Source: an optimization exercise on an open RTL-to-GDS flow (aim: small area). Production flows keep margins and buffers that such runs may drop. No functional check of the RTL was part of this run. Power is estimated from default activity; no workload was simulated.

==> flow/design.v <==
module FA (
	input wire a, b, c,
	output wire s, co
);
	assign s = a ^ b ^ c;
	assign co = (a & b) | (a & c) | (b & c);
endmodule
module HA (
	input wire a, b,
	output wire s, co
);
	assign s = a ^ b;
	assign co = a & b;
endmodule
module Multiplier (
	input wire [29:0] x,
	output wire [18:0] lo,
	output wire [11:0] hi,
	output wire ck
);
	wire [29:0] un = ~x;
	wire u0 = un[0];
	wire u1 = un[1];
	wire u2 = un[2];
	wire u3 = un[3];
	wire u4 = un[4];
	wire u5 = un[5];
	wire u6 = un[6];
	wire u7 = un[7];
	wire u8 = un[8];
	wire u9 = un[9];
	wire u10 = un[10];
	wire u11 = un[11];
	wire u12 = un[12];
	wire u13 = un[13];
	wire u14 = un[14];
	wire u15 = un[15];
	wire u16 = un[16];
	wire u17 = un[17];
	wire u18 = un[18];
	wire u19 = un[19];
	wire u20 = un[20];
	wire u21 = un[21];
	wire u22 = un[22];
	wire u23 = un[23];
	wire u24 = un[24];
	wire u25 = un[25];
	wire u26 = un[26];
	wire u27 = un[27];
	wire u28 = un[28];
	wire u29 = un[29];
	wire e1 = ~x[0] | x[1];
	wire e2 = ~x[1];
	wire e3 = ~x[0];
	wire e4 = ~e1;
	wire p5;
	BSEL0 sp5 (.one_n(x[0]), .xf(x[2]), .neg(e2), .pp(p5));
	wire p6;
	BSEL sp6 (.one_n(x[0]), .two_n(e1), .xf(x[3]), .xf1(x[2]), .neg(e2), .pp(p6));
	wire p7;
	BSEL sp7 (.one_n(x[0]), .two_n(e1), .xf(x[4]), .xf1(x[3]), .neg(e2), .pp(p7));
	wire p8;
	BSEL sp8 (.one_n(x[0]), .two_n(e1), .xf(x[5]), .xf1(x[4]), .neg(e2), .pp(p8));
	wire p9;
	BSEL sp9 (.one_n(x[0]), .two_n(e1), .xf(x[6]), .xf1(x[5]), .neg(e2), .pp(p9));
	wire p10;
	BSEL sp10 (.one_n(x[0]), .two_n(e1), .xf(x[7]), .xf1(x[6]), .neg(e2), .pp(p10));
	wire p11;
	BSEL sp11 (.one_n(x[0]), .two_n(e1), .xf(x[8]), .xf1(x[7]), .neg(e2), .pp(p11));
	wire p12;
	BSEL sp12 (.one_n(x[0]), .two_n(e1), .xf(x[9]), .xf1(x[8]), .neg(e2), .pp(p12));
	wire p13;
	BSEL sp13 (.one_n(x[0]), .two_n(e1), .xf(x[10]), .xf1(x[9]), .neg(e2), .pp(p13));
	wire p14;
	BSEL sp14 (.one_n(x[0]), .two_n(e1), .xf(x[11]), .xf1(x[10]), .neg(e2), .pp(p14));
	wire p15;
	BSEL sp15 (.one_n(x[0]), .two_n(e1), .xf(x[12]), .xf1(x[11]), .neg(e2), .pp(p15));
	wire p16;
	BSEL sp16 (.one_n(x[0]), .two_n(e1), .xf(x[13]), .xf1(x[12]), .neg(e2), .pp(p16));
	wire p17;
	BSEL sp17 (.one_n(x[0]), .two_n(e1), .xf(x[14]), .xf1(x[13]), .neg(e2), .pp(p17));
	wire p18;
	BSEL sp18 (.one_n(x[0]), .two_n(e1), .xf(x[15]), .xf1(x[14]), .neg(e2), .pp(p18));
	wire p19;
	BSEL sp19 (.one_n(x[0]), .two_n(e1), .xf(x[16]), .xf1(x[15]), .neg(e2), .pp(p19));
	wire p20;
	BSEL sp20 (.one_n(x[0]), .two_n(e1), .xf(x[17]), .xf1(x[16]), .neg(e2), .pp(p20));
	wire p21;
	BSEL sp21 (.one_n(x[0]), .two_n(e1), .xf(x[18]), .xf1(x[17]), .neg(e2), .pp(p21));
	wire p22;
	BSEL sp22 (.one_n(x[0]), .two_n(e1), .xf(x[19]), .xf1(x[18]), .neg(e2), .pp(p22));
	wire p23;
	BSEL sp23 (.one_n(x[0]), .two_n(e1), .xf(x[20]), .xf1(x[19]), .neg(e2), .pp(p23));
	wire p24;
	BSEL sp24 (.one_n(x[0]), .two_n(e1), .xf(x[21]), .xf1(x[20]), .neg(e2), .pp(p24));
	wire p25;
	BSEL sp25 (.one_n(x[0]), .two_n(e1), .xf(x[22]), .xf1(x[21]), .neg(e2), .pp(p25));
	wire p26;
	BSEL sp26 (.one_n(x[0]), .two_n(e1), .xf(x[23]), .xf1(x[22]), .neg(e2), .pp(p26));
	wire p27;
	BSEL sp27 (.one_n(x[0]), .two_n(e1), .xf(x[24]), .xf1(x[23]), .neg(e2), .pp(p27));
	wire p28;
	BSEL sp28 (.one_n(x[0]), .two_n(e1), .xf(x[25]), .xf1(x[24]), .neg(e2), .pp(p28));
	wire p29;
	BSEL sp29 (.one_n(x[0]), .two_n(e1), .xf(x[26]), .xf1(x[25]), .neg(e2), .pp(p29));
	wire p30;
	BSEL sp30 (.one_n(x[0]), .two_n(e1), .xf(x[27]), .xf1(x[26]), .neg(e2), .pp(p30));
	wire p31;
	BSEL sp31 (.one_n(x[0]), .two_n(e1), .xf(x[28]), .xf1(x[27]), .neg(e2), .pp(p31));
	wire p32;
	BSEL sp32 (.one_n(x[0]), .two_n(e1), .xf(x[29]), .xf1(x[28]), .neg(e2), .pp(p32));
	wire onen33, twon34, neg35, zn36;
	ONEN o1 (.xa(x[2]), .xb(x[1]), .y(onen33));
	TWON t1 (.xa(x[2]), .xb(x[1]), .xc(x[3]), .y(twon34));
	NEG n1 (.xa(x[2]), .xb(x[1]), .xc(x[3]), .y(neg35));
	ZN z1 (.xa(x[2]), .xb(x[1]), .xc(x[3]), .y(zn36));
	wire e37 = ~onen33;
	wire e38 = ~twon34;
	wire p39;
	BSEL0 sp39 (.one_n(onen33), .xf(x[4]), .neg(neg35), .pp(p39));
	wire p40;
	BSEL sp40 (.one_n(onen33), .two_n(twon34), .xf(x[5]), .xf1(x[4]), .neg(neg35), .pp(p40));
	wire p41;
	BSEL sp41 (.one_n(onen33), .two_n(twon34), .xf(x[6]), .xf1(x[5]), .neg(neg35), .pp(p41));
	wire p42;
	BSEL sp42 (.one_n(onen33), .two_n(twon34), .xf(x[7]), .xf1(x[6]), .neg(neg35), .pp(p42));
	wire p43;
	BSEL sp43 (.one_n(onen33), .two_n(twon34), .xf(x[8]), .xf1(x[7]), .neg(neg35), .pp(p43));
	wire p44;
	BSEL sp44 (.one_n(onen33), .two_n(twon34), .xf(x[9]), .xf1(x[8]), .neg(neg35), .pp(p44));
	wire p45;
	BSEL sp45 (.one_n(onen33), .two_n(twon34), .xf(x[10]), .xf1(x[9]), .neg(neg35), .pp(p45));
	wire p46;
	BSEL sp46 (.one_n(onen33), .two_n(twon34), .xf(x[11]), .xf1(x[10]), .neg(neg35), .pp(p46));
	wire p47;
	BSEL sp47 (.one_n(onen33), .two_n(twon34), .xf(x[12]), .xf1(x[11]), .neg(neg35), .pp(p47));
	wire p48;
	BSEL sp48 (.one_n(onen33), .two_n(twon34), .xf(x[13]), .xf1(x[12]), .neg(neg35), .pp(p48));
	wire p49;
	BSEL sp49 (.one_n(onen33), .two_n(twon34), .xf(x[14]), .xf1(x[13]), .neg(neg35), .pp(p49));
	wire p50;
	BSEL sp50 (.one_n(onen33), .two_n(twon34), .xf(x[15]), .xf1(x[14]), .neg(neg35), .pp(p50));
	wire p51;
	BSEL sp51 (.one_n(onen33), .two_n(twon34), .xf(x[16]), .xf1(x[15]), .neg(neg35), .pp(p51));
	wire p52;
	BSEL sp52 (.one_n(onen33), .two_n(twon34), .xf(x[17]), .xf1(x[16]), .neg(neg35), .pp(p52));
	wire p53;
	BSEL sp53 (.one_n(onen33), .two_n(twon34), .xf(x[18]), .xf1(x[17]), .neg(neg35), .pp(p53));
	wire p54;
	BSEL sp54 (.one_n(onen33), .two_n(twon34), .xf(x[19]), .xf1(x[18]), .neg(neg35), .pp(p54));
	wire p55;
	BSEL sp55 (.one_n(onen33), .two_n(twon34), .xf(x[20]), .xf1(x[19]), .neg(neg35), .pp(p55));
	wire p56;
	BSEL sp56 (.one_n(onen33), .two_n(twon34), .xf(x[21]), .xf1(x[20]), .neg(neg35), .pp(p56));
	wire p57;
	BSEL sp57 (.one_n(onen33), .two_n(twon34), .xf(x[22]), .xf1(x[21]), .neg(neg35), .pp(p57));
	wire p58;
	BSEL sp58 (.one_n(onen33), .two_n(twon34), .xf(x[23]), .xf1(x[22]), .neg(neg35), .pp(p58));
	wire p59;
	BSEL sp59 (.one_n(onen33), .two_n(twon34), .xf(x[24]), .xf1(x[23]), .neg(neg35), .pp(p59));
	wire p60;
	BSEL sp60 (.one_n(onen33), .two_n(twon34), .xf(x[25]), .xf1(x[24]), .neg(neg35), .pp(p60));
	wire p61;
	BSEL sp61 (.one_n(onen33), .two_n(twon34), .xf(x[26]), .xf1(x[25]), .neg(neg35), .pp(p61));
	wire p62;
	BSEL sp62 (.one_n(onen33), .two_n(twon34), .xf(x[27]), .xf1(x[26]), .neg(neg35), .pp(p62));
	wire onen63, twon64, neg65, zn66;
	ONEN o2 (.xa(x[4]), .xb(x[3]), .y(onen63));
	TWON t2 (.xa(x[4]), .xb(x[3]), .xc(x[5]), .y(twon64));
	NEG n2 (.xa(x[4]), .xb(x[3]), .xc(x[5]), .y(neg65));
	ZN z2 (.xa(x[4]), .xb(x[3]), .xc(x[5]), .y(zn66));
	wire e67 = ~onen63;
	wire e68 = ~twon64;
	wire p69;
	BSEL0 sp69 (.one_n(onen63), .xf(x[6]), .neg(neg65), .pp(p69));
	wire p70;
	BSEL sp70 (.one_n(onen63), .two_n(twon64), .xf(x[7]), .xf1(x[6]), .neg(neg65), .pp(p70));
	wire p71;
	BSEL sp71 (.one_n(onen63), .two_n(twon64), .xf(x[8]), .xf1(x[7]), .neg(neg65), .pp(p71));
	wire p72;
	BSEL sp72 (.one_n(onen63), .two_n(twon64), .xf(x[9]), .xf1(x[8]), .neg(neg65), .pp(p72));
	wire p73;
	BSEL sp73 (.one_n(onen63), .two_n(twon64), .xf(x[10]), .xf1(x[9]), .neg(neg65), .pp(p73));
	wire p74;
	BSEL sp74 (.one_n(onen63), .two_n(twon64), .xf(x[11]), .xf1(x[10]), .neg(neg65), .pp(p74));
	wire p75;
	BSEL sp75 (.one_n(onen63), .two_n(twon64), .xf(x[12]), .xf1(x[11]), .neg(neg65), .pp(p75));
	wire p76;
	BSEL sp76 (.one_n(onen63), .two_n(twon64), .xf(x[13]), .xf1(x[12]), .neg(neg65), .pp(p76));
	wire p77;
	BSEL sp77 (.one_n(onen63), .two_n(twon64), .xf(x[14]), .xf1(x[13]), .neg(neg65), .pp(p77));
	wire p78;
	BSEL sp78 (.one_n(onen63), .two_n(twon64), .xf(x[15]), .xf1(x[14]), .neg(neg65), .pp(p78));
	wire p79;
	BSEL sp79 (.one_n(onen63), .two_n(twon64), .xf(x[16]), .xf1(x[15]), .neg(neg65), .pp(p79));
	wire p80;
	BSEL sp80 (.one_n(onen63), .two_n(twon64), .xf(x[17]), .xf1(x[16]), .neg(neg65), .pp(p80));
	wire p81;
	BSEL sp81 (.one_n(onen63), .two_n(twon64), .xf(x[18]), .xf1(x[17]), .neg(neg65), .pp(p81));
	wire p82;
	BSEL sp82 (.one_n(onen63), .two_n(twon64), .xf(x[19]), .xf1(x[18]), .neg(neg65), .pp(p82));
	wire p83;
	BSEL sp83 (.one_n(onen63), .two_n(twon64), .xf(x[20]), .xf1(x[19]), .neg(neg65), .pp(p83));
	wire p84;
	BSEL sp84 (.one_n(onen63), .two_n(twon64), .xf(x[21]), .xf1(x[20]), .neg(neg65), .pp(p84));
	wire p85;
	BSEL sp85 (.one_n(onen63), .two_n(twon64), .xf(x[22]), .xf1(x[21]), .neg(neg65), .pp(p85));
	wire p86;
	BSEL sp86 (.one_n(onen63), .two_n(twon64), .xf(x[23]), .xf1(x[22]), .neg(neg65), .pp(p86));
	wire p87;
	BSEL sp87 (.one_n(onen63), .two_n(twon64), .xf(x[24]), .xf1(x[23]), .neg(neg65), .pp(p87));
	wire p88;
	BSEL sp88 (.one_n(onen63), .two_n(twon64), .xf(x[25]), .xf1(x[24]), .neg(neg65), .pp(p88));
	wire onen89, twon90, neg91, zn92;
	ONEN o3 (.xa(x[6]), .xb(x[5]), .y(onen89));
	TWON t3 (.xa(x[6]), .xb(x[5]), .xc(x[7]), .y(twon90));
	NEG n3 (.xa(x[6]), .xb(x[5]), .xc(x[7]), .y(neg91));
	ZN z3 (.xa(x[6]), .xb(x[5]), .xc(x[7]), .y(zn92));
	wire e93 = ~onen89;
	wire e94 = ~twon90;
	wire p95;
	BSEL0 sp95 (.one_n(onen89), .xf(x[8]), .neg(neg91), .pp(p95));
	wire p96;
	BSEL sp96 (.one_n(onen89), .two_n(twon90), .xf(x[9]), .xf1(x[8]), .neg(neg91), .pp(p96));
	wire p97;
	BSEL sp97 (.one_n(onen89), .two_n(twon90), .xf(x[10]), .xf1(x[9]), .neg(neg91), .pp(p97));
	wire p98;
	BSEL sp98 (.one_n(onen89), .two_n(twon90), .xf(x[11]), .xf1(x[10]), .neg(neg91), .pp(p98));
	wire p99;
	BSEL sp99 (.one_n(onen89), .two_n(twon90), .xf(x[12]), .xf1(x[11]), .neg(neg91), .pp(p99));
	wire p100;
	BSEL sp100 (.one_n(onen89), .two_n(twon90), .xf(x[13]), .xf1(x[12]), .neg(neg91), .pp(p100));
	wire p101;
	BSEL sp101 (.one_n(onen89), .two_n(twon90), .xf(x[14]), .xf1(x[13]), .neg(neg91), .pp(p101));
	wire p102;
	BSEL sp102 (.one_n(onen89), .two_n(twon90), .xf(x[15]), .xf1(x[14]), .neg(neg91), .pp(p102));
	wire p103;
	BSEL sp103 (.one_n(onen89), .two_n(twon90), .xf(x[16]), .xf1(x[15]), .neg(neg91), .pp(p103));
	wire p104;
	BSEL sp104 (.one_n(onen89), .two_n(twon90), .xf(x[17]), .xf1(x[16]), .neg(neg91), .pp(p104));
	wire p105;
	BSEL sp105 (.one_n(onen89), .two_n(twon90), .xf(x[18]), .xf1(x[17]), .neg(neg91), .pp(p105));
	wire p106;
	BSEL sp106 (.one_n(onen89), .two_n(twon90), .xf(x[19]), .xf1(x[18]), .neg(neg91), .pp(p106));
	wire p107;
	BSEL sp107 (.one_n(onen89), .two_n(twon90), .xf(x[20]), .xf1(x[19]), .neg(neg91), .pp(p107));
	wire p108;
	BSEL sp108 (.one_n(onen89), .two_n(twon90), .xf(x[21]), .xf1(x[20]), .neg(neg91), .pp(p108));
	wire p109;
	BSEL sp109 (.one_n(onen89), .two_n(twon90), .xf(x[22]), .xf1(x[21]), .neg(neg91), .pp(p109));
	wire p110;
	BSEL sp110 (.one_n(onen89), .two_n(twon90), .xf(x[23]), .xf1(x[22]), .neg(neg91), .pp(p110));
	wire onen111, twon112, neg113, zn114;
	ONEN o4 (.xa(x[8]), .xb(x[7]), .y(onen111));
	TWON t4 (.xa(x[8]), .xb(x[7]), .xc(x[9]), .y(twon112));
	NEG n4 (.xa(x[8]), .xb(x[7]), .xc(x[9]), .y(neg113));
	ZN z4 (.xa(x[8]), .xb(x[7]), .xc(x[9]), .y(zn114));
	wire e115 = ~onen111;
	wire e116 = ~twon112;
	wire p117;
	BSEL0 sp117 (.one_n(onen111), .xf(x[10]), .neg(neg113), .pp(p117));
	wire p118;
	BSEL sp118 (.one_n(onen111), .two_n(twon112), .xf(x[11]), .xf1(x[10]), .neg(neg113), .pp(p118));
	wire p119;
	BSEL sp119 (.one_n(onen111), .two_n(twon112), .xf(x[12]), .xf1(x[11]), .neg(neg113), .pp(p119));
	wire p120;
	BSEL sp120 (.one_n(onen111), .two_n(twon112), .xf(x[13]), .xf1(x[12]), .neg(neg113), .pp(p120));
	wire p121;
	BSEL sp121 (.one_n(onen111), .two_n(twon112), .xf(x[14]), .xf1(x[13]), .neg(neg113), .pp(p121));
	wire p122;
	BSEL sp122 (.one_n(onen111), .two_n(twon112), .xf(x[15]), .xf1(x[14]), .neg(neg113), .pp(p122));
	wire p123;
	BSEL sp123 (.one_n(onen111), .two_n(twon112), .xf(x[16]), .xf1(x[15]), .neg(neg113), .pp(p123));
	wire p124;
	BSEL sp124 (.one_n(onen111), .two_n(twon112), .xf(x[17]), .xf1(x[16]), .neg(neg113), .pp(p124));
	wire p125;
	BSEL sp125 (.one_n(onen111), .two_n(twon112), .xf(x[18]), .xf1(x[17]), .neg(neg113), .pp(p125));
	wire p126;
	BSEL sp126 (.one_n(onen111), .two_n(twon112), .xf(x[19]), .xf1(x[18]), .neg(neg113), .pp(p126));
	wire p127;
	BSEL sp127 (.one_n(onen111), .two_n(twon112), .xf(x[20]), .xf1(x[19]), .neg(neg113), .pp(p127));
	wire p128;
	BSEL sp128 (.one_n(onen111), .two_n(twon112), .xf(x[21]), .xf1(x[20]), .neg(neg113), .pp(p128));
	wire onen129, twon130, neg131, zn132;
	ONEN o5 (.xa(x[10]), .xb(x[9]), .y(onen129));
	TWON t5 (.xa(x[10]), .xb(x[9]), .xc(x[11]), .y(twon130));
	NEG n5 (.xa(x[10]), .xb(x[9]), .xc(x[11]), .y(neg131));
	ZN z5 (.xa(x[10]), .xb(x[9]), .xc(x[11]), .y(zn132));
	wire e133 = ~onen129;
	wire e134 = ~twon130;
	wire p135;
	BSEL0 sp135 (.one_n(onen129), .xf(x[12]), .neg(neg131), .pp(p135));
	wire p136;
	BSEL sp136 (.one_n(onen129), .two_n(twon130), .xf(x[13]), .xf1(x[12]), .neg(neg131), .pp(p136));
	wire p137;
	BSEL sp137 (.one_n(onen129), .two_n(twon130), .xf(x[14]), .xf1(x[13]), .neg(neg131), .pp(p137));
	wire p138;
	BSEL sp138 (.one_n(onen129), .two_n(twon130), .xf(x[15]), .xf1(x[14]), .neg(neg131), .pp(p138));
	wire p139;
	BSEL sp139 (.one_n(onen129), .two_n(twon130), .xf(x[16]), .xf1(x[15]), .neg(neg131), .pp(p139));
	wire p140;
	BSEL sp140 (.one_n(onen129), .two_n(twon130), .xf(x[17]), .xf1(x[16]), .neg(neg131), .pp(p140));
	wire p141;
	BSEL sp141 (.one_n(onen129), .two_n(twon130), .xf(x[18]), .xf1(x[17]), .neg(neg131), .pp(p141));
	wire p142;
	BSEL sp142 (.one_n(onen129), .two_n(twon130), .xf(x[19]), .xf1(x[18]), .neg(neg131), .pp(p142));
	wire onen143, twon144, neg145, zn146;
	ONEN o6 (.xa(x[12]), .xb(x[11]), .y(onen143));
	TWON t6 (.xa(x[12]), .xb(x[11]), .xc(x[13]), .y(twon144));
	NEG n6 (.xa(x[12]), .xb(x[11]), .xc(x[13]), .y(neg145));
	ZN z6 (.xa(x[12]), .xb(x[11]), .xc(x[13]), .y(zn146));
	wire e147 = ~onen143;
	wire e148 = ~twon144;
	wire p149;
	BSEL0 sp149 (.one_n(onen143), .xf(x[14]), .neg(neg145), .pp(p149));
	wire p150;
	BSEL sp150 (.one_n(onen143), .two_n(twon144), .xf(x[15]), .xf1(x[14]), .neg(neg145), .pp(p150));
	wire p151;
	BSEL sp151 (.one_n(onen143), .two_n(twon144), .xf(x[16]), .xf1(x[15]), .neg(neg145), .pp(p151));
	wire p152;
	BSEL sp152 (.one_n(onen143), .two_n(twon144), .xf(x[17]), .xf1(x[16]), .neg(neg145), .pp(p152));
	wire y153 = u14 ^ u13;
	wire y154 = u15 ^ u13;
	wire p155 = y154 & ~y153;
	wire s156 = ~p22;
	wire s157 = ~p23;
	wire s158;
	XNOR2 xs158 (.a(p24), .b(p54), .y(s158));
	wire c159;
	OR2 oc159 (.a(p24), .b(p54), .y(c159));
	wire s160, c161;
	FA fs160 (.a(p25), .b(p55), .c(p81), .s(s160), .co(c161));
	wire s162;
	XNOR2 xs162 (.a(p26), .b(p56), .y(s162));
	wire c163;
	OR2 oc163 (.a(p26), .b(p56), .y(c163));
	wire s164, c165;
	HA hs164 (.a(p82), .b(p104), .s(s164), .co(c165));
	wire s166;
	XNOR2 xs166 (.a(p27), .b(p57), .y(s166));
	wire c167;
	OR2 oc167 (.a(p27), .b(p57), .y(c167));
	wire s168, c169;
	HA hs168 (.a(p83), .b(p105), .s(s168), .co(c169));
	wire s170;
	XNOR2 xs170 (.a(p28), .b(p58), .y(s170));
	wire c171;
	OR2 oc171 (.a(p28), .b(p58), .y(c171));
	wire s172, c173;
	FA fs172 (.a(p84), .b(p106), .c(p124), .s(s172), .co(c173));
	wire s174, c175;
	FA fs174 (.a(p29), .b(p59), .c(p85), .s(s174), .co(c175));
	wire s176, c177;
	FA fs176 (.a(p107), .b(p125), .c(p139), .s(s176), .co(c177));
	wire s178;
	XNOR2 xs178 (.a(p30), .b(p60), .y(s178));
	wire c179;
	OR2 oc179 (.a(p30), .b(p60), .y(c179));
	wire s180, c181;
	FA fs180 (.a(p86), .b(p108), .c(p126), .s(s180), .co(c181));
	wire s182, c183;
	HA hs182 (.a(p140), .b(p150), .s(s182), .co(c183));
	wire s184;
	XNOR2 xs184 (.a(p31), .b(p61), .y(s184));
	wire c185;
	OR2 oc185 (.a(p31), .b(p61), .y(c185));
	wire s186, c187;
	FA fs186 (.a(p87), .b(p109), .c(p127), .s(s186), .co(c187));
	wire s188, c189;
	HA hs188 (.a(p141), .b(p151), .s(s188), .co(c189));
	wire s190 = ~p14;
	wire s191 = ~p15;
	wire s192;
	XNOR2 xs192 (.a(p16), .b(p46), .y(s192));
	wire c193;
	OR2 oc193 (.a(p16), .b(p46), .y(c193));
	wire s194, c195;
	FA fs194 (.a(p17), .b(p47), .c(p73), .s(s194), .co(c195));
	wire s196;
	XNOR2 xs196 (.a(p18), .b(p48), .y(s196));
	wire c197;
	OR2 oc197 (.a(p18), .b(p48), .y(c197));
	wire s198, c199;
	HA hs198 (.a(p74), .b(p96), .s(s198), .co(c199));
	wire s200;
	XNOR2 xs200 (.a(p19), .b(p49), .y(s200));
	wire c201;
	OR2 oc201 (.a(p19), .b(p49), .y(c201));
	wire s202, c203;
	HA hs202 (.a(p75), .b(p97), .s(s202), .co(c203));
	wire s204;
	XNOR2 xs204 (.a(p20), .b(p50), .y(s204));
	wire c205;
	OR2 oc205 (.a(p20), .b(p50), .y(c205));
	wire s206, c207;
	FA fs206 (.a(p76), .b(p98), .c(e116), .s(s206), .co(c207));
	wire s208, c209;
	FA fs208 (.a(p21), .b(p51), .c(p77), .s(s208), .co(c209));
	wire s210, c211;
	FA fs210 (.a(p99), .b(zn114), .c(p117), .s(s210), .co(c211));
	wire s212, c213;
	FA fs212 (.a(p52), .b(p78), .c(p100), .s(s212), .co(c213));
	wire s214, c215;
	FA fs214 (.a(p118), .b(e133), .c(s156), .s(s214), .co(c215));
	wire s216, c217;
	FA fs216 (.a(p53), .b(p79), .c(p101), .s(s216), .co(c217));
	wire s218, c219;
	FA fs218 (.a(p119), .b(p22), .c(s157), .s(s218), .co(c219));
	wire s220, c221;
	FA fs220 (.a(p80), .b(p102), .c(p120), .s(s220), .co(c221));
	wire s222, c223;
	FA fs222 (.a(e134), .b(p23), .c(s158), .s(s222), .co(c223));
	wire s224, c225;
	FA fs224 (.a(p103), .b(p121), .c(zn132), .s(s224), .co(c225));
	wire s226, c227;
	FA fs226 (.a(p135), .b(c159), .c(s160), .s(s226), .co(c227));
	wire s228, c229;
	FA fs228 (.a(p122), .b(p136), .c(e147), .s(s228), .co(c229));
	wire s230, c231;
	FA fs230 (.a(c161), .b(s162), .c(s164), .s(s230), .co(c231));
	wire s232, c233;
	FA fs232 (.a(p123), .b(p137), .c(c163), .s(s232), .co(c233));
	wire s234, c235;
	FA fs234 (.a(c165), .b(s166), .c(s168), .s(s234), .co(c235));
	wire s236, c237;
	FA fs236 (.a(p138), .b(e148), .c(c167), .s(s236), .co(c237));
	wire s238, c239;
	FA fs238 (.a(c169), .b(s170), .c(s172), .s(s238), .co(c239));
	wire s240, c241;
	FA fs240 (.a(zn146), .b(p149), .c(c171), .s(s240), .co(c241));
	wire s242, c243;
	FA fs242 (.a(c173), .b(s174), .c(s176), .s(s242), .co(c243));
	wire s244, c245;
	FA fs244 (.a(y153), .b(c175), .c(c177), .s(s244), .co(c245));
	wire s246, c247;
	FA fs246 (.a(s178), .b(s180), .c(s182), .s(s246), .co(c247));
	wire s248, c249;
	FA fs248 (.a(c179), .b(c181), .c(c183), .s(s248), .co(c249));
	wire s250, c251;
	FA fs250 (.a(s184), .b(s186), .c(s188), .s(s250), .co(c251));
	wire s252 = ~p10;
	wire s253 = ~p11;
	wire s254;
	XNOR2 xs254 (.a(p12), .b(p42), .y(s254));
	wire c255;
	OR2 oc255 (.a(p12), .b(p42), .y(c255));
	wire s256, c257;
	FA fs256 (.a(p13), .b(p43), .c(zn66), .s(s256), .co(c257));
	wire s258, c259;
	FA fs258 (.a(p44), .b(p70), .c(e93), .s(s258), .co(c259));
	wire s260, c261;
	FA fs260 (.a(p45), .b(p71), .c(p14), .s(s260), .co(c261));
	wire s262, c263;
	FA fs262 (.a(p72), .b(e94), .c(p15), .s(s262), .co(c263));
	wire s264, c265;
	FA fs264 (.a(zn92), .b(p95), .c(c193), .s(s264), .co(c265));
	wire s266, c267;
	FA fs266 (.a(e115), .b(c195), .c(s196), .s(s266), .co(c267));
	wire s268, c269;
	FA fs268 (.a(c197), .b(c199), .c(s200), .s(s268), .co(c269));
	wire s270, c271;
	FA fs270 (.a(c201), .b(c203), .c(s204), .s(s270), .co(c271));
	wire s272, c273;
	FA fs272 (.a(c205), .b(c207), .c(s208), .s(s272), .co(c273));
	wire s274, c275;
	FA fs274 (.a(c209), .b(c211), .c(s212), .s(s274), .co(c275));
	wire s276, c277;
	FA fs276 (.a(c213), .b(c215), .c(s216), .s(s276), .co(c277));
	wire s278, c279;
	FA fs278 (.a(c217), .b(c219), .c(s220), .s(s278), .co(c279));
	wire s280, c281;
	FA fs280 (.a(c221), .b(c223), .c(s224), .s(s280), .co(c281));
	wire s282, c283;
	FA fs282 (.a(c225), .b(c227), .c(s228), .s(s282), .co(c283));
	wire s284, c285;
	FA fs284 (.a(c229), .b(c231), .c(s232), .s(s284), .co(c285));
	wire s286, c287;
	FA fs286 (.a(c233), .b(c235), .c(s236), .s(s286), .co(c287));
	wire s288, c289;
	FA fs288 (.a(c237), .b(c239), .c(s240), .s(s288), .co(c289));
	wire s290, c291;
	FA fs290 (.a(c241), .b(c243), .c(s244), .s(s290), .co(c291));
	wire s292, c293;
	FA fs292 (.a(c245), .b(c247), .c(s248), .s(s292), .co(c293));
	wire s294 = ~e1;
	wire s295;
	XNOR2 xs295 (.a(p6), .b(e37), .y(s295));
	wire c296;
	OR2 oc296 (.a(p6), .b(e37), .y(c296));
	wire s297 = ~p7;
	wire s298;
	XNOR2 xs298 (.a(p8), .b(e38), .y(s298));
	wire c299;
	OR2 oc299 (.a(p8), .b(e38), .y(c299));
	wire s300, c301;
	FA fs300 (.a(p9), .b(zn36), .c(p39), .s(s300), .co(c301));
	wire s302, c303;
	FA fs302 (.a(p40), .b(e67), .c(s252), .s(s302), .co(c303));
	wire s304, c305;
	FA fs304 (.a(p41), .b(p10), .c(s253), .s(s304), .co(c305));
	wire s306, c307;
	FA fs306 (.a(e68), .b(p11), .c(s254), .s(s306), .co(c307));
	wire s308, c309;
	FA fs308 (.a(p69), .b(c255), .c(s256), .s(s308), .co(c309));
	wire s310, c311;
	FA fs310 (.a(s190), .b(c257), .c(s258), .s(s310), .co(c311));
	wire s312, c313;
	FA fs312 (.a(s191), .b(c259), .c(s260), .s(s312), .co(c313));
	wire s314, c315;
	FA fs314 (.a(s192), .b(c261), .c(s262), .s(s314), .co(c315));
	wire s316, c317;
	FA fs316 (.a(s194), .b(c263), .c(s264), .s(s316), .co(c317));
	wire s318, c319;
	FA fs318 (.a(s198), .b(c265), .c(s266), .s(s318), .co(c319));
	wire s320, c321;
	FA fs320 (.a(s202), .b(c267), .c(s268), .s(s320), .co(c321));
	wire s322, c323;
	FA fs322 (.a(s206), .b(c269), .c(s270), .s(s322), .co(c323));
	wire s324, c325;
	FA fs324 (.a(s210), .b(c271), .c(s272), .s(s324), .co(c325));
	wire s326, c327;
	FA fs326 (.a(s214), .b(c273), .c(s274), .s(s326), .co(c327));
	wire s328, c329;
	FA fs328 (.a(s218), .b(c275), .c(s276), .s(s328), .co(c329));
	wire s330, c331;
	FA fs330 (.a(s222), .b(c277), .c(s278), .s(s330), .co(c331));
	wire s332, c333;
	FA fs332 (.a(s226), .b(c279), .c(s280), .s(s332), .co(c333));
	wire s334, c335;
	FA fs334 (.a(s230), .b(c281), .c(s282), .s(s334), .co(c335));
	wire s336, c337;
	FA fs336 (.a(s234), .b(c283), .c(s284), .s(s336), .co(c337));
	wire s338, c339;
	FA fs338 (.a(s238), .b(c285), .c(s286), .s(s338), .co(c339));
	wire s340, c341;
	FA fs340 (.a(s242), .b(c287), .c(s288), .s(s340), .co(c341));
	wire s342, c343;
	FA fs342 (.a(s246), .b(c289), .c(s290), .s(s342), .co(c343));
	wire s344, c345;
	FA fs344 (.a(s250), .b(c291), .c(s292), .s(s344), .co(c345));
	wire s346, c347;
	HA hs346 (.a(p5), .b(s294), .s(s346), .co(c347));
	wire s348, c349;
	FA fs348 (.a(e1), .b(s295), .c(c347), .s(s348), .co(c349));
	wire s350, c351;
	FA fs350 (.a(c296), .b(s297), .c(c349), .s(s350), .co(c351));
	wire s352, c353;
	FA fs352 (.a(p7), .b(s298), .c(c351), .s(s352), .co(c353));
	wire s354, c355;
	FA fs354 (.a(c299), .b(s300), .c(c353), .s(s354), .co(c355));
	wire s356, c357;
	FA fs356 (.a(c301), .b(s302), .c(c355), .s(s356), .co(c357));
	wire s358, c359;
	FA fs358 (.a(c303), .b(s304), .c(c357), .s(s358), .co(c359));
	wire s360, c361;
	FA fs360 (.a(c305), .b(s306), .c(c359), .s(s360), .co(c361));
	wire s362, c363;
	FA fs362 (.a(c307), .b(s308), .c(c361), .s(s362), .co(c363));
	wire s364, c365;
	FA fs364 (.a(c309), .b(s310), .c(c363), .s(s364), .co(c365));
	wire s366, c367;
	FA fs366 (.a(c311), .b(s312), .c(c365), .s(s366), .co(c367));
	wire s368, c369;
	FA fs368 (.a(c313), .b(s314), .c(c367), .s(s368), .co(c369));
	wire s370, c371;
	FA fs370 (.a(c315), .b(s316), .c(c369), .s(s370), .co(c371));
	wire s372, c373;
	FA fs372 (.a(c317), .b(s318), .c(c371), .s(s372), .co(c373));
	wire s374, c375;
	FA fs374 (.a(c319), .b(s320), .c(c373), .s(s374), .co(c375));
	wire s376, c377;
	FA fs376 (.a(c321), .b(s322), .c(c375), .s(s376), .co(c377));
	wire s378, c379;
	HA hs378 (.a(c323), .b(s324), .s(s378), .co(c379));
	wire s380, c381;
	FA fs380 (.a(c325), .b(s326), .c(c379), .s(s380), .co(c381));
	wire s382, c383;
	FA fs382 (.a(c327), .b(s328), .c(c381), .s(s382), .co(c383));
	wire s384, c385;
	FA fs384 (.a(c329), .b(s330), .c(c383), .s(s384), .co(c385));
	wire s386, c387;
	FA fs386 (.a(c331), .b(s332), .c(c385), .s(s386), .co(c387));
	wire s388, c389;
	FA fs388 (.a(c333), .b(s334), .c(c387), .s(s388), .co(c389));
	wire s390, c391;
	FA fs390 (.a(c335), .b(s336), .c(c389), .s(s390), .co(c391));
	wire s392, c393;
	FA fs392 (.a(c337), .b(s338), .c(c391), .s(s392), .co(c393));
	wire s394, c395;
	FA fs394 (.a(c339), .b(s340), .c(c393), .s(s394), .co(c395));
	wire s396, c397;
	FA fs396 (.a(c341), .b(s342), .c(c395), .s(s396), .co(c397));
	wire s398, c399;
	FA fs398 (.a(c343), .b(s344), .c(c397), .s(s398), .co(c399));
	wire s400 = 1'b1 ^ p32 ^ p62 ^ p88 ^ p110 ^ p128 ^ p142 ^ p152 ^ p155 ^ c185 ^ c187 ^ c189 ^ c249 ^ c251 ^ c293 ^ c345;
	wire s401;
	XOR2 xs401 (.a(s400), .b(c399), .y(s401));
	assign lo = {s376, s374, s372, s370, s368, s366, s364, s362, s360, s358, s356, s354, s352, s350, s348, s346, e4, 1'b0, e3};
	assign hi = {s401, s398, s396, s394, s392, s390, s388, s386, s384, s382, s380, s378};
	assign ck = c377;
endmodule
module ONEN (input wire xa, xb, output wire y);
	assign y = ~(xa ^ xb);
endmodule
module TWON (input wire xa, xb, xc, output wire y);
	assign y = ~((xa & xb & ~xc) | (~xa & ~xb & xc));
endmodule
module NEG (input wire xa, xb, xc, output wire y);
	assign y = ~xc & (xa | xb);
endmodule
module ZN (input wire xa, xb, xc, output wire y);
	assign y = ~(xa & xb & ~xc);
endmodule
module BSEL (input wire one_n, two_n, xf, xf1, neg, output wire pp);
	assign pp = ~((one_n | xf) & (two_n | xf1)) ^ neg;
endmodule
module BSEL0 (input wire one_n, xf, neg, output wire pp);
	assign pp = ~(one_n | xf) ^ neg;
endmodule
module XOR2 (input wire a, b, output wire y);
	assign y = a ^ b;
endmodule
module XNOR2 (input wire a, b, output wire y);
	assign y = ~(a ^ b);
endmodule
module OR2 (input wire a, b, output wire y);
	assign y = a | b;
endmodule
module poly_top #(
	parameter a = 2,
	parameter b = 4,
	parameter c = 6,
	parameter data_width = 32
)
(
	input wire clk,rst,
	input wire [data_width-1:0] x,
	input wire in_valid,
	output wire [data_width-1:0] y,
	output wire out_valid,
	output wire [1:0] state
);
	localparam K = 19;
	reg [1:0] q;
	always @(posedge clk) begin
		if (rst | ~in_valid) q <= 2'b00;
		else q <= {q[1] | q[0], q[1] | ~q[0]};
	end
	assign state = {q[1], q[0] & ~q[1]};
	assign out_valid = q[1] & q[0];
	reg [29:0] x0, x1;
	reg [K-1:0] rlo;
	reg [30-K:0] rhi;
	reg rck;
	wire [K-1:0] lo;
	wire [30-K:0] hi;
	wire ck;
	Multiplier sqr (.x(x1), .lo(lo), .hi(hi), .ck(ck));
	always @(posedge clk) begin
		x0 <= x[29:0];
		x1 <= x0;
		rlo <= lo;
		rhi <= hi;
		rck <= ck;
	end
	wire [30-K:0] shi;
	wire [31-K:0] inc;
	assign inc[0] = rck;
	genvar i;
	generate
		for (i = 0; i < 30 - K; i = i + 1) begin : incr
			HA h (.a(rhi[i]), .b(inc[i]), .s(shi[i]), .co(inc[i+1]));
		end
	endgenerate
	assign shi[30-K] = rhi[30-K] ^ inc[30-K];
	assign y = {shi, rlo[K-1:2], 1'b1, rlo[0], 1'b0};
endmodule
==> flow/flow/run.sh <==
#!/bin/bash
# The standard layout (standard.sh, with the standard synthesis) with these changes:
# - after floorplan, every cell is set to its lowest drive strength (downsize.tcl);
#   timing repair upsizes the cells that need it;
# - global placement keeps none of its timing-driven buffering (GPL_KEEP_OVERFLOW=0);
# - power recovery downsizes cells with slack to spare after global routing;
# - the port buffers use the smallest buffer cell;
# - clock tree synthesis uses clkbuf_8 and adds no dummy loads.
# Each make run's full output goes to its own log file here.
set -euo pipefail
bash standard.sh synth > synth.log 2>&1
bash standard.sh \
	"POST_FLOORPLAN_TCL=$PWD/flow/downsize.tcl" \
	"GPL_KEEP_OVERFLOW=0" "RECOVER_POWER=100" \
	"BUFFER_PORTS_ARGS=-buffer_cell sky130_fd_sc_hd__buf_1" \
	"CTS_ARGS=-sink_clustering_enable -repair_clock_nets -sink_clustering_size 20 -buf_list sky130_fd_sc_hd__clkbuf_8 -dont_use_dummy_load" \
	finish > layout.log 2>&1
==> flow/flow/downsize.tcl <==
# Before placement, give every cell the lowest drive strength of its kind
# (name ending _1); timing repair later upsizes the cells that need it.
set n 0
foreach inst [get_cells *] {
  set master [get_property $inst ref_name]
  if { [regexp {^(sky130_fd_sc_hd__\w+)_([0-9]+)$} $master -> base drive] && $drive > 1 } {
    set target ${base}_1
    if { [llength [get_lib_cells -quiet $target]] > 0 } {
      replace_cell $inst $target
      incr n
    }
  }
}
puts "downsize.tcl: $n cells set to drive strength 1"
==> flow/standard.sh <==
#!/bin/bash
# synth_recipe.tcl (not shown) runs the flow's synth.tcl, then flattens the netlist and writes it again
# the make line also repeats each setting of config.mk as NAME=value (left out here)
make -C /OpenROAD-flow-scripts/flow DESIGN_CONFIG=/design/flow/config.mk WORK_HOME=/design/flow/orfs CLKGATE_MAP_FILE= SYNTH_SCRIPT=/design/flow/synth_recipe.tcl "${@:-finish}"
==> flow/config.mk <==
export PLATFORM = sky130hd
export DESIGN_NAME = poly_top
export DESIGN_NICKNAME = poly_top
export VERILOG_FILES = /design/flow/design.v
export SDC_FILE = /design/flow/constraint.sdc
export NUM_CORES = 4
export LEC_CHECK = 0
export CAP_MARGIN = 0
export CORE_MARGIN = 2
export CORE_UTILIZATION = 72
export CTS_BUF_LIST = sky130_fd_sc_hd__clkbuf_8
export CTS_CLUSTER_SIZE = 20
export SLEW_MARGIN = 0
export SYNTH_HIERARCHICAL = 1
export SYNTH_MINIMUM_KEEP_SIZE = 0
==> flow/constraint.sdc <==
create_clock -name core_clock -period 9.0 [get_ports {clk}]
set_input_delay 1.8000 -clock core_clock [delete_from_list [all_inputs] [get_ports {clk}]]
set_output_delay 1.8000 -clock core_clock [all_outputs]
set_load 0.01 [all_outputs]
==> run summary <==
## worst min path at each step
| stage | startpoint | end | slack [ns] | depth (start not counted) |
|---|---|---|---|---|
| 2_1_floorplan | x0[0]$_DFF_P_ | x1[0]$_DFF_P_ | 0.31 | 0 |
| 3_5_place_dp | x0[0]$_DFF_P_ | x1[0]$_DFF_P_ | 0.31 | 0 |
| 5_1_grt | x0[18]$_DFF_P_ | x1[18]$_DFF_P_ | 0.31 | 0 |
| 3_3_place_gp | x0[14]$_DFF_P_ | x1[14]$_DFF_P_ | 0.31 | 0 |
| 6_report | x0[18]$_DFF_P_ | x1[18]$_DFF_P_ | 0.30 | 0 |
| 4_1_cts | x0[18]$_DFF_P_ | x1[18]$_DFF_P_ | 0.31 | 0 |
## timing repair
action | CTS | global route
cloned | 0 | 0
resized for setup | 1 | 1
endpoints found under the setup margin | 2 | 2
## worst max-delay path, delay by kind of cell (launching register included)
family | cells | cell delay [ns]
adder cells (fa/ha/maj) | 15 | 6.03
buffers and inverters | 1 | 0.67
AND/OR/NAND/NOR | 1 | 0.66
flip-flops | 1 | 0.38
XOR/XNOR | 2 | 0.37
AO/OA/AOI/OAI | 1 | 0.36
## layer usage
| layer | global-route usage [%] | part of all wire (%) | vias to the layer above |
|---|---|---|---|
| met3 | 6.370 | 8.2 | 42 |
| met2 | 46.04 | 50 | 242 |
| met5 | 0 | 0 | - |
| met4 | 12.86 | 3.2 | 0 |
| li1 | - | - | 2034 |
| met1 | 33.50 | 39 | 2282 |
## per-stage QoR
step / std cells / setup WS [ns] / hold slack [ns]
6_report: 757 / 0.4317 / 0.3024
5_1_grt: 757 / 0.08113 / 0.3073
4_1_cts: 757 / 0.2066 / 0.3058
3_5_place_dp: 748 / -0.1713 / 0.3121
3_3_place_gp: 743 / -0.4746 / 0.3097
2_1_floorplan: 578 / 0.2268 / 0.3096
## flip-flops by register name (all words and copies together), names as in the netlist
register / cells
q: 2
rck: 1
rhi: 12
rlo: 18
x0: 30
x1: 30
## cell type report
cell class / count / area [um2] / share of cell area [%]
clock buffer: 9 / 123.9 / 1.742
timing repair buffer: 70 / 324.1 / 4.558
sequential: 93 / 1863 / 26.21
tap: 133 / 166.4 / 2.341
multi-input combinational: 430 / 4549 / 63.99
inverter: 22 / 82.58 / 1.162
## power by group
| part | leakage (nW) | switching (mW) | internal [mW] |
|---|---|---|---|
| Sequential | 0.784 | 0.0448 | 0.537 |
| Clock | 0.0647 | 0.119 | 0.0894 |
| Combinational | 2.14 | 0.709 | 0.653 |
| Total | 2.99 | 0.873 | 1.28 |
## cells in the final DEF, fill, tap and decap left out, drive strengths merged, types with 2 or more instances in the layout
cell and count:
buf 70, fa 97, a21oi 6, clkbuf 9, xnor2 31, xor2 115
and3b 6, nand2 2, nand3b 6, conb 2, o22ai 106, nor2 16
o21ba 6, ha 19, inv 22, or2 13, dfxtp 93, nand2b 2
==> results.yml <==
run_status:
  status: "no timing/DRC/antenna violations"
floorplan:
  ioPinCount: 70
  fp.dieH_um: 105.2
  die_w_um: 105.2
  start_util_pct: 74.82
  rows: 36
  core_um2: 9864
  die-area_um2: 11080
pwr:
  leakage_nw: 2.985
  power_mw: 2.153
  vdd_drop_max_v: 0.0002116
  power_density_nw_per_um2: 302.9
timing:
  timing.final.crit_share_pct: 95.20
  final-hold-violation-count: 0
  worstMarginPinSlew_ns: 1.330
  slew_viol_final: 0
  setup-violations-final: 0
  fin_tns_setup_ns: 0
  fmax_mhz: 116.7
  clock_skew_ns: 0.02816
  rsz0062_at_grt: "no"
  final.min_clock_period_ns: 8.568
  relSlewSlack_pct: 11.33
cts:
  root_buffer: "clkbuf_8"
  cts_tree: "yes"
  cts_hold_buf: 0
  cts_num_sinks: 93
  postCtsSetupRepairBufs: 0
  numCtsBuffers: 9
  htree_num_levels: 3
  clkTransAtPathRegs_ns: 0.09
  clk_latency_ns: 0.38
  max-clock-path-buffers: 2
setup_path:
  crit_fanout: 29
  cpPeakStageDelay_ns: 0.67
  crit_type: "register to register"
  crit_path_frequent_cell: "fa_1"
  ff2ff_path_depth: 20
  r2r-end: "rlo[18]$_DFF_P_"
  path_cells: "inv_1 > nand2_2 > o22ai_1 > xor2_1 > xnor2_1 > fa_1 > fa_1 > fa_1 > fa_1 > fa_1 > fa_1 > fa_1 > fa_1 > fa_1 > fa_1 > fa_1 > fa_1 > fa_1 > fa_1 > fa_1"
  worst_setup_path_end_kind: "register"
  crit_end: "rlo[18]$_DFF_P_"
  cp.required_ns: 9.25
  cp-start-kind: "register"
  cpMaxStageDelayCell: "inv_1"
  cp.arrival_ns: 8.82
  r2r_slack_ns: 0.43
  reg2reg_from: "x1[1]$_DFF_P_"
  crit_path_start: "x1[1]$_DFF_P_"
logic_synthesis:
  synth_area_per_cell_um2: 12.77
  ys_warn_count: 7
  syn-cell-area_um2: 7381
  synthesis.nets: 729
  syn_inst: 578
global_route:
  grt_pass1_vias: 4914
  grtUsageTotal_pct: 27.41
  overflow: 0
  grt_start_max_net_pins: 31
  antenna_found_initial: 0
  grt_first_pass_wirelength_um: 23310
cells_and_area:
  drive_gt1_share_pct: 3.686
  fillCellCount: 753
  finalNetCount: 777
  utilization_pct: 72.07
  design_area_um2: 7109
  syn2layout_area_growth_pct: -3.679
  n_antenna_cell: 0
run:
  max_cap_viol_count: 0
drt:
  drtPass1Iterations: 5
  drc: 0
  drtAntennaViolNets: 0
  vias: 4600
  wl_um: 14150
  drt_iter0_drc: 339
  wl_per_cell_um: 18.69
  avgViaCountPerCell: 6.077
place:
  routabilityCongestion: 0.8825
  dpl_cell_area_um2: 6978
  portBuffers: 65
  dpl.hpwl_um: 10260
min_path:
  hold_path.class: "register to register"

-- what the ideal ports hide --
Ports are ideal in the flow. The routed layout listed here was re-timed in OpenROAD. Step 1: set_driving_cell puts a clkbuf_16 on clk and a buf_2 on each other input, an assumption about the parent block. Step 2 moves the port delays by t, midway between the first and last clock arrival at a register: inputs arrive t later, outputs are due t later. That takes back most of the time a late clock gives input paths. Slacks: ideal / step 1 / step 2; pairs: ideal / step 1.
t (ns): 0.395
slack for setup (ns): 0.432 / 0.432 / 0.432
hold slack, ns: 0.302 / 0.302 / 0.302
worst slew at a driven data input, ns: 0.03
pins driven straight from the clock port: 1
After both steps this run still meets setup and hold. The setup slack of this run moves by 0.000 ns with the drivers and by 0.000 ns with both steps.
